From an optimization exercise on the open Yosys and OpenROAD flow, aimed at a short achievable clock period and few clock cycles; shortcuts taken in it are not production practice.
Function was checked by simulation only, so behaviour that the tests miss may differ from the original.
No activity file was given, so power comes from the tool's default toggle rates.

==> run a: inputs <==
==> flow/design.v (excerpt) <==
module processor_verilog (
    input  wire        clk,
    input  wire        reset,
    output wire [15:0] rom_addr,
    input  wire [31:0] rom_data,
    output wire        out_valid,
    output wire [15:0] out_data,
    output wire        halted
);
    reg [15:0] regs [0:15];
    reg [15:0] ram  [0:255];
    reg        fo, fn, fc;        
    reg [15:0] zr;                
    wire       fz = (zr == 16'd0);
    reg        halted_r;
    reg        out_valid_r;
    reg [15:0] out_data_r;
    reg [15:0] fa;                
    reg        rflag;             
    reg [15:0] res;
    reg        arr_i;             
    reg [15:0] arr_pc;
    reg [15:0] arr_pc1;           
    reg [15:0] arr_pn;            
    reg [15:0] arr_po;            
    reg        arr_pt;            
    reg        arr_d;             
    reg  [1:0] qc;
    reg [31:0] q0_ir, q1_ir;
    reg [15:0] q0_pc, q1_pc, q0_pn, q1_pn, q0_po, q1_po;
    reg        q0_pt, q1_pt, q0_bi, q1_bi;
    reg        ev;
    reg [31:0] ir;
    reg [15:0] pce, pc1e, pne, poe;
    reg        pte;
    reg        bie;               
    reg  [7:0] rq_dst, ar_dst;
    reg        mwb;               
    reg [16:0] m8 [0:7];          
    reg [15:0] md_oh;             
  ...
Settings: LEC_CHECK=0, ABC_CLOCK_PERIOD_IN_PS=2500, CAP_MARGIN=20, CORE_MARGIN=2, CORE_UTILIZATION=30, PLACE_DENSITY=0.5, SLEW_MARGIN=20, TNS_END_PERCENT=5; clock period 12.0 ns.
standard.sh (not shown) runs the stock make flow with config.mk's settings and CLKGATE_MAP_FILE= SYNTH_SCRIPT=/design/flow/synth_recipe.tcl, a recipe that flattens the netlist after the stock synthesis.
==> flow/flow/run.sh <==
#!/bin/bash
# Standard ORFS layout (the standard.sh, standard synthesis), with the setup repair
# steps aiming for a larger slack than the 12 ns clock needs, so that the layout is
# optimised for a short period, and with plain buffers on the ports. The SDC is
# the standard flow's, unchanged.
set -eo pipefail
export SETUP_SLACK_MARGIN=8.0
export SKIP_LAST_GASP=1
export BUFFER_PORTS_ARGS="-buffer_cell sky130_fd_sc_hd__buf_4"
bash standard.sh > make_standard.log 2>&1
==> inputs of run b, as changes to run a <==
--- a/flow/design.v
+++ b/flow/design.v
@@ -106,22 +106,21 @@
     wire cond  = (d_cs[0]) | (d_cs[1] & fz) | (d_cs[2] & fc) | (d_cs[3] & fn) | (d_cs[4] & fo);
     wire taken = d_jmp && cond;
     wire [15:0] jv = opnd;
     wire [16:0] pce_jv = ks17({1'b0, pce}, {1'b0, jv}, 1'b0);
     wire [15:0] target = taken ? (d_rel ? pce_jv[15:0] : jv) : pc1e;
     reg         j7p, j7rel;
-    reg  [15:0] j7pc, j7pn, vreg;
+    reg  [15:0] j7pc, vreg;
     wire [16:0] j7sum = ks17({1'b0, j7pc}, {1'b0, vreg}, 1'b0);
     wire [15:0] j7tgt = j7rel ? j7sum[15:0] : vreg;
-    wire pred_ok = bie | (d_j7 ? (taken || !pte) :
+    wire pred_ok = bie | (d_j7 ? (!taken && !pte) :
                           taken ? (pte ? (d_rel ? (poe == opnd) : (pne == opnd)) : d_self) : !pte);
     wire haz      = hz_rq || hz_ar;
-    wire stall    = haz || mdep || (d_store && rflag) || j7p;
+    wire stall    = haz || mdep || (d_store && rflag);
     wire fire     = ev && !stall && !halted_r;
     wire redirect = fire && !pred_ok;
-    wire j7redir  = j7p && (j7tgt != j7pn);
     wire halting  = fire && d_halt;
     wire dreq     = fire && d_rom;
     wire [16:0] sum  = ks17({1'b0, a}, {1'b0, b}, 1'b0);
     wire [16:0] dsum = ks17({1'b0, a}, {1'b0, ~b}, 1'b1);
     wire [16:0] diff = {~dsum[16], dsum[15:0]};
     wire [16:0] r = ({17{d_op[0]}} & sum) |
@@ -198,13 +197,13 @@
                 boff = bt_off[bi];
             end
         end
     end
     wire [15:0] fa1  = fa + 16'd1;
     wire [15:0] pred = bhit ? btgt : fa1;
-    wire can_issue = !rflag && !halted_r && !halting && !redirect && !early && !j7redir &&
+    wire can_issue = !rflag && !halted_r && !halting && !redirect && !early && !j7p &&
                      (qc == 2'd0 || (qc == 2'd1 && !arr_i));
     always @(posedge clk) begin
         if (reset) begin
             fa      <= {15'd0, fa == 16'd0};
             arr_i   <= (fa == 16'd0);
             arr_pc  <= 16'd0;
@@ -225,13 +224,13 @@
             if (halting || halted_r) begin
                 fa    <= 16'd0;
                 rflag <= 1'b0;
             end else if (redirect) begin
                 fa    <= target;
                 rflag <= 1'b0;
-            end else if (j7redir) begin
+            end else if (j7p) begin
                 fa    <= j7tgt;
                 rflag <= 1'b0;
             end else if (dreq) begin
                 fa    <= d_ld_rom ? opnd : ram_a;
                 res   <= early ? wnext : rflag ? res : can_issue ? pred : fa;
                 rflag <= 1'b1;
@@ -284,13 +283,13 @@
                 bt_v[bmi] <= 1'b0;
             end
         end
     end
     wire take = !ev || fire;
     always @(posedge clk) begin
-        if (reset || redirect || j7redir || halting || halted_r) begin
+        if (reset || redirect || halting || halted_r) begin
             ev <= 1'b0;
             qc <= 2'd0;
         end else if (take) begin
             if (qc == 2'd0) begin
                 ev <= arr_i;
             end else begin
@@ -397,14 +396,14 @@
                 d_rd_oh[di] <= (x[19:16] == di[3:0]);
                 d_rlo[di]   <= (x[3:0] == di[3:0]);
                 d_rhi[di]   <= (x[7:4] == di[3:0]);
             end
         end
     end
-    wire reg_we = ev && d_regwe && !mdep && !j7p;    
-    wire [15:0] reg_wd = ({16{d_ld_reg}} & ram_a) | r[15:0];    
+    wire reg_we = ev && d_regwe && !mdep;
+    wire [15:0] reg_wd = d_ld_reg ? ram_a : r[15:0];
     integer ri;
     always @(posedge clk) begin
         if (reset) begin
             for (ri = 0; ri < 16; ri = ri + 1) regs[ri] <= 16'd0;
             fo <= 1'b0;
             fn <= 1'b0;
@@ -412,13 +411,13 @@
             zr <= 16'd0;
         end else begin
             for (ri = 0; ri < 16; ri = ri + 1) begin
                 if (reg_we && d_rd_oh[ri]) regs[ri] <= reg_wd;
                 else if (mwb && md_oh[ri]) regs[ri] <= mres[15:0];
             end
-            if (ev && d_alu && !d_mul && !j7p) begin
+            if (ev && d_alu && !d_mul) begin
                 fo <= alu_o;
                 fn <= r[15];
                 fc <= r[16];
                 zr <= r[15:0];
             end else if (mwb) begin
                 fo <= mul_o;
@@ -462,13 +461,12 @@
         if (reset) j7p <= 1'b0;
         else       j7p <= fire && d_j7 && taken;
         if (ev && d_j7) begin
             vreg  <= ram_a;
             j7rel <= d_rel;
             j7pc  <= pce;
-            j7pn  <= pne;
         end
     end
     always @(posedge clk) begin
         if (dreq) rq_dst <= e_dst;
         ar_dst <= rq_dst;
     end
==> flow/flow/run.sh (replaced) <==
#!/bin/bash
# Standard ORFS layout (the standard.sh, standard synthesis), with the setup repair
# steps aiming for a larger slack than the 12 ns clock needs, so that the layout is
# optimised for a short period. The SDC is the standard flow's, unchanged.
set -eo pipefail
export SETUP_SLACK_MARGIN=7.5
export SKIP_LAST_GASP=1
bash standard.sh > make_standard.log 2>&1
Settings changed: ABC_CLOCK_PERIOD_IN_PS 2500 to 4000.
==> qor summary <==
Outcome: run a complete, no violations; run b complete, no violations
Post-layout min period: run a 4.99 ns; run b 4.90 ns
Critical path data arrival time: run a 5.88 ns; run b 5.82 ns
Total clock network power: run a 0.0169 W; run b 0.0173 W
Slowest stage delay, CP: run a 1.00 ns; run b 0.81 ns
Part of the total power dissipated in sequential elements: run a 37.9%; run b 37.8%
Width of the die: run a 846 µm; run b 847 µm
Seq area share: run a 61.8%; run b 61.5%
Post-synthesis to final-layout area growth: run a 18.9%; run b 18.7%
Share of cell area taken by multi-input logic gates: run a 21.8%; run b 21.7%
Synthesized area divided by synthesized cell count: run a 15.5 µm²; run b 15.4 µm²
Number of flops mapped to enable cells by yosys: run a 4945; run b 4929
Met3 track demand over resource in global routing: run a 6.23%; run b 4.79%
Critical register-to-register path startpoint: run a ra_lo[0]; run b ra_lo[1]
Quantity of gates resized following cts: run a 537; run b 495
Die outline height: run a 846 µm; run b 847 µm
Multiplexer area fraction after synthesis: run a 1.37%; run b 1.70%
Power attributed to sequential cells: run a 0.0234 W; run b 0.0233 W
Flip-flop and latch count after synthesis: run a 5326; run b 5310
Number of multi-input combinational cells: run a 7141; run b 7325
Testbench counts of run a, summed over its fixed seeds: cycles 116,218.
Testbench counts of run b, summed over its fixed seeds: cycles 117,221.

==> static timing again, ports no longer ideal <==
The results above use ideal ports. As a check the final layouts listed here were re-extracted and re-timed, cells and wires unchanged. Step 1 sets driving cells, clkbuf_16 on the clock port and buf_2 on the other inputs (assumed; they add their load-dependent delay and slew). Step 2, shift: input delay + t, output delay - t, t = (earliest + latest rising clock arrival at the registers) / 2. This alone moves slack from input paths to output paths. Three values: no drivers, after step 1, after step 2; two values: the first two.
run	t, ns	slack for setup (ns)	worst register clock-pin slew, ns
run a	1.188	7.014 / 7.014 / 6.134	0.07 / 0.07
run b	1.219	7.100 / 7.100 / 6.141	0.07 / 0.07
After both steps setup and hold are still met in every run listed. For run b, which loses most, drivers alone change the setup slack by 0.000 ns; drivers and shift together by -0.959 ns.
